From an optimization exercise on the open Yosys and OpenROAD flow, aimed at small area; shortcuts taken in it are not production practice. In this exercise RTL edits were held to simulation tests only and were not proved equivalent to the original. The clock port is modelled as an ideal driver, which makes a skipped or thinned clock tree look cheaper than it is; a real chip needs a root buffer or a tree. No activity file was given, so power comes from the tool's default toggle rates.

==> job 3457 <==
==> flow/design.v <==
`timescale 1ns / 1ps
module pulseDriver (
    input  wire [8:0] angle,
    input  wire       clk, rst_n,
    output reg        pulse
    );
    reg [6:0] r;
    reg [2:0] t;
    reg [8:0] k;
    reg       en;     
    reg       fire;   
    wire clr   = fire | ~rst_n;
    wire rwrap = r[6] & r[5] & r[1] & r[0];    
    wire twrap = t[2] & t[1];                  
    wire [6:0] r_n = clr ? 7'd0   : en ? (rwrap ? 7'd0 : r + 7'd1) : r;
    wire [2:0] t_n = clr ? 3'd3   : (en & rwrap) ? (twrap ? 3'd0 : t + 3'd1) : t;
    wire [8:0] k_n = clr ? 9'd440 : (en & rwrap & twrap) ? k + 9'd1 : k;
    wire inr = ~angle[8] | (~angle[7] & ~angle[6] & ~angle[5] &
                            ~(angle[4] & angle[3] & angle[2] & angle[1]));   
    wire neg = k_n[8] & k_n[7];
    always @(posedge clk) begin
        r    <= r_n;
        t    <= t_n;
        k    <= k_n;
        en   <= rst_n & inr;
        fire <= rst_n & inr & ~neg & (k_n >= angle);
    end
    always @(posedge clk, negedge rst_n)
        if (~rst_n)
            pulse <= 1'b0;
        else
            pulse <= en & (pulse ^ fire);
endmodule
`timescale 1ns / 1ps
module servoDriver (
    input  wire [8:0] angle,
    output wire       servoPwm,
    input  wire       rst_n, clk
    );
    pulseDriver pd1 (.angle(angle), .clk(clk), .rst_n(rst_n), .pulse(servoPwm));
endmodule
==> flow/run.sh <==
#!/bin/bash
# synth_recipe.tcl (not shown) runs the flow's synth.tcl, then flattens the netlist and writes it again
# the make line also repeats each setting of config.mk as NAME=value (left out here)
make -C /OpenROAD-flow-scripts/flow DESIGN_CONFIG=/design/flow/config.mk WORK_HOME=/design/flow/orfs CLKGATE_MAP_FILE= SYNTH_SCRIPT=/design/flow/synth_recipe.tcl finish
==> flow/config.mk <==
export PLATFORM = sky130hd
export DESIGN_NAME = servoDriver
export DESIGN_NICKNAME = servoDriver
export VERILOG_FILES = /design/flow/design.v
export SDC_FILE = /design/flow/constraint.sdc
export NUM_CORES = 4
export LEC_CHECK = 0
export CAP_MARGIN = 20
export CORE_MARGIN = 2
export CORE_UTILIZATION = 40
export CTS_BUF_LIST = sky130_fd_sc_hd__clkbuf_8
export SLEW_MARGIN = 20
==> flow/constraint.sdc <==
create_clock -name core_clock -period 12.0 [get_ports {clk}]
set_input_delay 2.4000 -clock core_clock [delete_from_list [all_inputs] [get_ports {clk}]]
set_output_delay 2.4000 -clock core_clock [all_outputs]
set_load 0.01 [all_outputs]
==> job 940 (differences from job 3457) <==
==> flow/design.v (replaced) <==
`timescale 1ns / 1ps
module pulseDriver (
    input  wire [8:0] angle,
    input  wire       clk, rst_n,
    output reg        pulse
    );
    reg [6:0] r;
    reg [2:0] t;
    reg [8:0] k;
    reg       q;
    wire inr  = ~angle[8] | (~angle[7] & ~angle[6] & ~angle[5] &
                             ~(angle[4] & angle[3] & angle[2] & angle[1]));
    wire en   = rst_n & inr;
    wire [9:0] gt;
    assign gt[0] = 1'b0;
    wire neg  = k[8] & k[7];
    wire fire = en & ~neg & ~gt[9];            
    wire clr   = fire | ~rst_n;
    wire rwrap = r[6] & r[5] & r[1] & r[0];    
    wire twrap = t[2] & t[1];                  
    wire tinc  = en & rwrap;
    wire kinc  = tinc & twrap;
    wire [7:0] cr;
    wire [9:0] ck;
    assign cr[0] = en;
    assign ck[0] = kinc;
    genvar i;
    generate
        for (i = 0; i < 7; i = i + 1) begin : rc
            assign cr[i+1] = cr[i] & r[i];
        end
        for (i = 0; i < 9; i = i + 1) begin : kc
            assign ck[i+1] = ck[i] & k[i];
            assign gt[i+1] = (angle[i] & ~k[i]) | ((angle[i] | ~k[i]) & gt[i]);
        end
    endgenerate
    wire [6:0] r_n = (clr | tinc) ? 7'd0 : r ^ cr[6:0];
    wire [2:0] t_n = clr ? 3'd3 : ~tinc ? t :
                     twrap ? 3'd0 : {t[2] ^ (t[1] & t[0]), t[1] ^ t[0], ~t[0]};
    wire [8:0] k_n = clr ? 9'd440 : k ^ ck[8:0];
    always @(posedge clk) begin
        r <= r_n;
        t <= t_n;
        k <= k_n;
        q <= en & (q ^ fire);
    end
    always @(posedge clk, negedge rst_n)
        if (~rst_n)
            pulse <= 1'b0;
        else
            pulse <= q;
endmodule
`timescale 1ns / 1ps
module servoDriver (
    input  wire [8:0] angle,
    output wire       servoPwm,
    input  wire       rst_n, clk
    );
    pulseDriver pd1 (.angle(angle), .clk(clk), .rst_n(rst_n), .pulse(servoPwm));
endmodule
==> flow/flow/run.sh (new file) <==
#!/bin/bash
# Layout flow: the standard ORFS flow, with these changes to how the
# layout is made:
#  - synthesis maps with an area-only ABC script (flow/abc_area.script) and
#    without the hard adder cells, so the counters and comparator are mapped
#    as plain gates;
#  - the port buffers are the smallest buffer cell;
#  - the ports are all placed on the bottom edge, which keeps the
#    placement compact;
#  - the clock tree is one clkbuf_8 driving every register: CTS runs as usual
#    and flow/flatten_clk.tcl then folds its leaf buffers into the root.
# Each make step writes its full output to a log in this folder; ORFS's own
# per-step logs are under orfs/logs/.
set -euo pipefail
cd "$(dirname "$0")/.."
work=$PWD

rm -rf "$work/abc_scripts"
cp -r "$FLOW_HOME/scripts" "$work/abc_scripts"
cp "$work/flow/abc_area.script" "$work/abc_scripts/abc_area.script"

bash standard.sh SCRIPTS_DIR="$work/abc_scripts" ABC_AREA=1 ADDER_MAP_FILE= synth \
  > "$work/synth.log" 2>&1

bash standard.sh \
  BUFFER_PORTS_ARGS="-buffer_cell sky130_fd_sc_hd__buf_1" \
  CTS_ARGS="-sink_clustering_enable -repair_clock_nets -dont_use_dummy_load -buf_list sky130_fd_sc_hd__clkbuf_8" \
  PLACE_PINS_ARGS="-exclude left:* -exclude right:* -exclude top:*" \
  POST_CTS_TCL="$work/flow/flatten_clk.tcl" \
  finish > "$work/layout.log" 2>&1
==> flow/flow/abc_area.script (new file) <==
strash
dc2
dch -f
amap
mfs2
strash
dc2
dch -f
amap
mfs2
strash
dc2
dch -f
amap
topo
==> flow/flow/flatten_clk.tcl (new file) <==
# Replace the clock tree that CTS built with its root buffer alone: every
# leaf buffer's sinks move onto the root buffer's output net and the leaf
# buffers are removed. The root buffer is then sized to clkbuf_8.
set block [ord::get_db_block]
set root [$block findInst clkbuf_0_clk]
set root_net [[$root findITerm X] getNet]
foreach inst [$block getInsts] {
  set name [$inst getName]
  if { [string match clkbuf_*_clk $name] && $name ne "clkbuf_0_clk" } {
    set out_net [[$inst findITerm X] getNet]
    foreach it [$out_net getITerms] {
      if { [$it getInst] ne $inst } {
        $it disconnect
        $it connect $root_net
      }
    }
    odb::dbInst_destroy $inst
    odb::dbNet_destroy $out_net
  }
}
$root swapMaster [[ord::get_db] findMaster sky130_fd_sc_hd__clkbuf_8]
detailed_placement
estimate_parasitics -placement
==> flow/standard.sh (new file) <==
#!/bin/bash
# synth_recipe.tcl (not shown) runs the flow's synth.tcl, then flattens the netlist and writes it again
# the make line also repeats each setting of config.mk as NAME=value (left out here)
make -C /OpenROAD-flow-scripts/flow DESIGN_CONFIG=/design/flow/config.mk WORK_HOME=/design/flow/orfs CLKGATE_MAP_FILE= SYNTH_SCRIPT=/design/flow/synth_recipe.tcl "${@:-finish}"
Settings changed: CORE_AREA from default to 2 2 60 60, CORE_MARGIN 2 to default, CORE_UTILIZATION 40 to default, CTS_BUF_LIST sky130_fd_sc_hd__clkbuf_8 to default, DIE_AREA from default to 0 0 62.1 62.1, PLACE_DENSITY from default to 0.85.
removed: flow/run.sh
==> summary of the runs <==
In non-clock buffer count, job 940 and job 3457 do not differ. Final cell count: job 3457 is larger than job 940 (14%). Against job 940, the synthesized area of job 3457 is larger by 43%. Against job 940, the clock skew of job 3457 is higher by 0.0038 ns. Between job 940 and job 3457, the lower die area is in job 3457 (gap 5.9%, measured against job 3457). Between job 3457 and job 940, the lower combinational power is in job 940 (gap 52%, measured against job 940). Via count: job 940 is smaller than job 3457 (about 24%). Of job 3457 and job 940, job 3457 has the higher count of clock-buffer cells in the layout (gap 2).
==> figures <==
Status: job 3457 finished clean; job 940 finished clean
Layout-to-synthesis area ratio: job 3457 1.174x; job 940 1.127x
Worst path buffer plus inverter count: job 3457 1; job 940 7
Drt via density: job 3457 5.23; job 940 4.49
Maximum fanout count along the critical path: job 3457 10; job 940 5
Clock transition at path regs: job 3457 0.09 ns; job 940 0.12 ns
Worst r2r src: job 3457 pd1.k[0]$_DFF_P_; job 940 pd1.k[2]$_SDFF_PP0_
Number of flip-flops and latches: job 3457 22; job 940 21
Register cell area after layout: job 3457 445 um^2; job 940 425 um^2
Part of the power in registers: job 3457 0.483; job 940 0.687
Slew margin rel.: job 3457 0.519; job 940 0.516
Register bit count reported by yosys: job 3457 22; job 940 21
CP peak stage delay: job 3457 0.61 ns; job 940 0.36 ns
Met1 layer wirelength in the final routing: job 3457 1100 um; job 940 706 um
Compound-Gate Fraction of Synth Area: job 3457 0.106; job 940 0.179
Maximum clock rate: job 3457 221 MHz; job 940 195 MHz
Minimum clock period: job 3457 4.52 ns; job 940 5.13 ns

* * *

==> inputs of build 27 <==
servoDriver again, from the RTL that the note above started with.
==> module pulseDriver, before the edit <==
module pulseDriver (
    input  wire [8:0] angle,
    input  wire       clk, rst_n,
    output reg        pulse
    );
    reg [6:0] r;
    reg [2:0] t;
    reg [8:0] k;
    reg       en;     
    reg       fire;   
    wire clr   = fire | ~rst_n;
    wire rwrap = r[6] & r[5] & r[1] & r[0];    
    wire twrap = t[2] & t[1];                  
    wire [6:0] r_n = clr ? 7'd0   : en ? (rwrap ? 7'd0 : r + 7'd1) : r;
    wire [2:0] t_n = clr ? 3'd3   : (en & rwrap) ? (twrap ? 3'd0 : t + 3'd1) : t;
    wire [8:0] k_n = clr ? 9'd440 : (en & rwrap & twrap) ? k + 9'd1 : k;
    wire inr = ~angle[8] | (~angle[7] & ~angle[6] & ~angle[5] &
                            ~(angle[4] & angle[3] & angle[2] & angle[1]));   
    wire neg = k_n[8] & k_n[7];
    always @(posedge clk) begin
        r    <= r_n;
        t    <= t_n;
        k    <= k_n;
        en   <= rst_n & inr;
        fire <= rst_n & inr & ~neg & (k_n >= angle);
    end
    always @(posedge clk, negedge rst_n)
        if (~rst_n)
            pulse <= 1'b0;
        else
            pulse <= en & (pulse ^ fire);
endmodule
export LEC_CHECK = 0
export CAP_MARGIN = 20
export CORE_MARGIN = 2
export CORE_UTILIZATION = 40
export CTS_BUF_LIST = sky130_fd_sc_hd__clkbuf_8 sky130_fd_sc_hd__clkbuf_16
export CTS_CLUSTER_SIZE = 30
export SLEW_MARGIN = 20
create_clock -name core_clock -period 12.0 [get_ports {clk}]
run.sh (not shown) runs the stock make flow with config.mk's settings and CLKGATE_MAP_FILE= SYNTH_SCRIPT=/design/flow/synth_recipe.tcl, a recipe that flattens the netlist after the stock synthesis.
Stock flow here: none of the scripts above is used.
==> build 54: changes against build 27 <==
==> flow/design.v (replaced) <==
`timescale 1ns / 1ps
module pulseDriver (
    input  wire [8:0] angle,
    input  wire       clk, rst_n,
    output reg        pulse
    );
    reg [6:0] rb;    
    wire [6:0] r = ~rb;
    reg [2:0] t;
    reg [8:0] kb;    
    wire [8:0] k = ~kb;
    reg       qb;    
    wire      q = ~qb;
    wire inr  = ~angle[8] | (~angle[7] & ~angle[6] & ~angle[5] &
                             ~(angle[4] & angle[3] & angle[2] & angle[1]));
    wire en   = rst_n & inr;
    wire [9:0] gt;
    assign gt[0] = 1'b0;
    wire neg  = k[8] & k[7];
    wire fire = en & ~neg & ~gt[9];            
    wire clr   = fire | ~rst_n;
    wire rwrap = r[6] & r[5] & r[1] & r[0];    
    wire twrap = t[2] & t[1];                  
    wire tinc  = en & rwrap;
    wire kinc  = tinc & twrap;
    wire [7:0] cr;
    wire [9:0] ck;
    assign cr[0] = en;
    assign ck[0] = kinc;
    genvar i;
    generate
        for (i = 0; i < 7; i = i + 1) begin : rc
            assign cr[i+1] = cr[i] & r[i];
        end
        for (i = 0; i < 9; i = i + 1) begin : kc
            assign ck[i+1] = ck[i] & k[i];
            assign gt[i+1] = (angle[i] & ~k[i]) | ((angle[i] | ~k[i]) & gt[i]);
        end
    endgenerate
    wire [6:0] r_n = (clr | tinc) ? 7'd0 : r ^ cr[6:0];
    wire [2:0] t_n = clr ? 3'd3 : ~tinc ? t :
                     twrap ? 3'd0 : {t[2] ^ (t[1] & t[0]), t[1] ^ t[0], ~t[0]};
    wire [8:0] k_n = clr ? 9'd440 : k ^ ck[8:0];
    always @(posedge clk) begin
        rb <= ~r_n;
        t <= t_n;
        kb <= ~k_n;
        qb <= ~(en & (q ^ fire));
    end
    always @(posedge clk, negedge rst_n)
        if (~rst_n)
            pulse <= 1'b0;
        else
            pulse <= q;
endmodule
`timescale 1ns / 1ps
module servoDriver (
    input  wire [8:0] angle,
    output wire       servoPwm,
    input  wire       rst_n, clk
    );
    pulseDriver pd1 (.angle(angle), .clk(clk), .rst_n(rst_n), .pulse(servoPwm));
endmodule
==> flow/flow/run.sh (new file) <==
#!/bin/bash
# Layout flow: the standard ORFS flow, with these changes to how the
# layout is made:
#  - synthesis maps with an area-only ABC script (flow/abc_area.script) and
#    without the hard adder cells, so the counters and comparator are mapped
#    as plain gates;
#  - the port buffers are the smallest buffer cell;
#  - the ports are all placed on the bottom edge, which keeps the
#    placement compact;
#  - the clock tree is one clkbuf_8 driving every register: CTS runs as usual
#    and flow/flatten_clk.tcl then folds its leaf buffers into the root.
# Each make step writes its full output to a log in this folder; ORFS's own
# per-step logs are under orfs/logs/.
set -euo pipefail
cd "$(dirname "$0")/.."
work=$PWD

rm -rf "$work/abc_scripts"
cp -r "$FLOW_HOME/scripts" "$work/abc_scripts"
cp "$work/flow/abc_area.script" "$work/abc_scripts/abc_area.script"

bash standard.sh SCRIPTS_DIR="$work/abc_scripts" ABC_AREA=1 ADDER_MAP_FILE= synth \
  > "$work/synth.log" 2>&1

bash standard.sh \
  BUFFER_PORTS_ARGS="-buffer_cell sky130_fd_sc_hd__buf_1" \
  CTS_ARGS="-sink_clustering_enable -repair_clock_nets -dont_use_dummy_load -buf_list sky130_fd_sc_hd__clkbuf_8" \
  PLACE_PINS_ARGS="-exclude left:* -exclude right:* -exclude top:*" \
  POST_CTS_TCL="$work/flow/flatten_clk.tcl" \
  finish > "$work/layout.log" 2>&1
==> flow/flow/abc_area.script (new file) <==
strash
dc2
dch
amap
mfs2
strash
dc2
dch
amap
mfs2
strash
dch
amap
topo
==> flow/flow/flatten_clk.tcl (new file) <==
# Replace the clock tree that CTS built with its root buffer alone: every
# leaf buffer's sinks move onto the root buffer's output net and the leaf
# buffers are removed. The root buffer is then sized to clkbuf_8.
set block [ord::get_db_block]
set root [$block findInst clkbuf_0_clk]
set root_net [[$root findITerm X] getNet]
foreach inst [$block getInsts] {
  set name [$inst getName]
  if { [string match clkbuf_*_clk $name] && $name ne "clkbuf_0_clk" } {
    set out_net [[$inst findITerm X] getNet]
    foreach it [$out_net getITerms] {
      if { [$it getInst] ne $inst } {
        $it disconnect
        $it connect $root_net
      }
    }
    odb::dbInst_destroy $inst
    odb::dbNet_destroy $out_net
  }
}
$root swapMaster [[ord::get_db] findMaster sky130_fd_sc_hd__clkbuf_8]
detailed_placement
estimate_parasitics -placement
==> flow/standard.sh (new file) <==
#!/bin/bash
# synth_recipe.tcl (not shown) runs the flow's synth.tcl, then flattens the netlist and writes it again
# the make line also repeats each setting of config.mk as NAME=value (left out here)
make -C /OpenROAD-flow-scripts/flow DESIGN_CONFIG=/design/flow/config.mk WORK_HOME=/design/flow/orfs CLKGATE_MAP_FILE= SYNTH_SCRIPT=/design/flow/synth_recipe.tcl "${@:-finish}"
Settings changed: CORE_AREA set to 2 2 60 60, CORE_MARGIN 2 to not set, CORE_UTILIZATION 40 to not set, CTS_BUF_LIST sky130_fd_sc_hd__clkbuf_8 sky130_fd_sc_hd__clkbuf_16 to not set, CTS_CLUSTER_SIZE 30 to not set, DIE_AREA set to 0 0 62.1 62.1, PLACE_DENSITY set to 0.85.
removed: flow/run.sh
==> notes <==
Between build 54 and build 27, the lower total power is in build 54 (gap about 35%, measured against build 27). Between build 27 and build 54, the lower routed wire length is in build 54 (gap about 60%, measured against build 54). Against build 27, the worst setup slack of build 54 is lower by 830 ps. Of build 54 and build 27, build 27 has the higher synthesized cell count (gap 26%, measured against build 27). Build 27 produced a clean layout. Build 54 finished clean. Against build 54, the via count of build 27 is higher by 46%. Of build 54 and build 27, build 27 has the higher clock-buffer cell count (gap 2). Maximum frequency: build 54 is lower than build 27 (16%). Against build 54, the cell count of build 27 is larger by 23%. Between build 27 and build 54, the lower die area is in build 27 (gap about 5.6%, measured against build 54).

[what the ideal ports hide]
In the flow no input, the clock included, has a driving cell. The finished layouts below were timed again as built, in two steps.
Step 1 sets driving cells, clkbuf_16 on the clock port and buf_2 on the other inputs (assumed; they add their load-dependent delay and slew).
Step 2 also shifts input and output timing later by t, the mid clock arrival at the registers, as if the neighbouring blocks saw the same clock.
a / b / c = ideal / step 1 / step 2; a / b = the first two.
run	t (ns)	setup WS [ns]	cell pins on the clock port's net
job 3457	0.285	7.480 / 7.482 / 7.197	1
job 940	0.196	6.866 / 6.868 / 6.672	1
build 27	0.285	7.480 / 7.482 / 7.197	1
build 54	0.194	6.648 / 6.652 / 6.459	1
After both steps setup and hold are still met in every run listed.
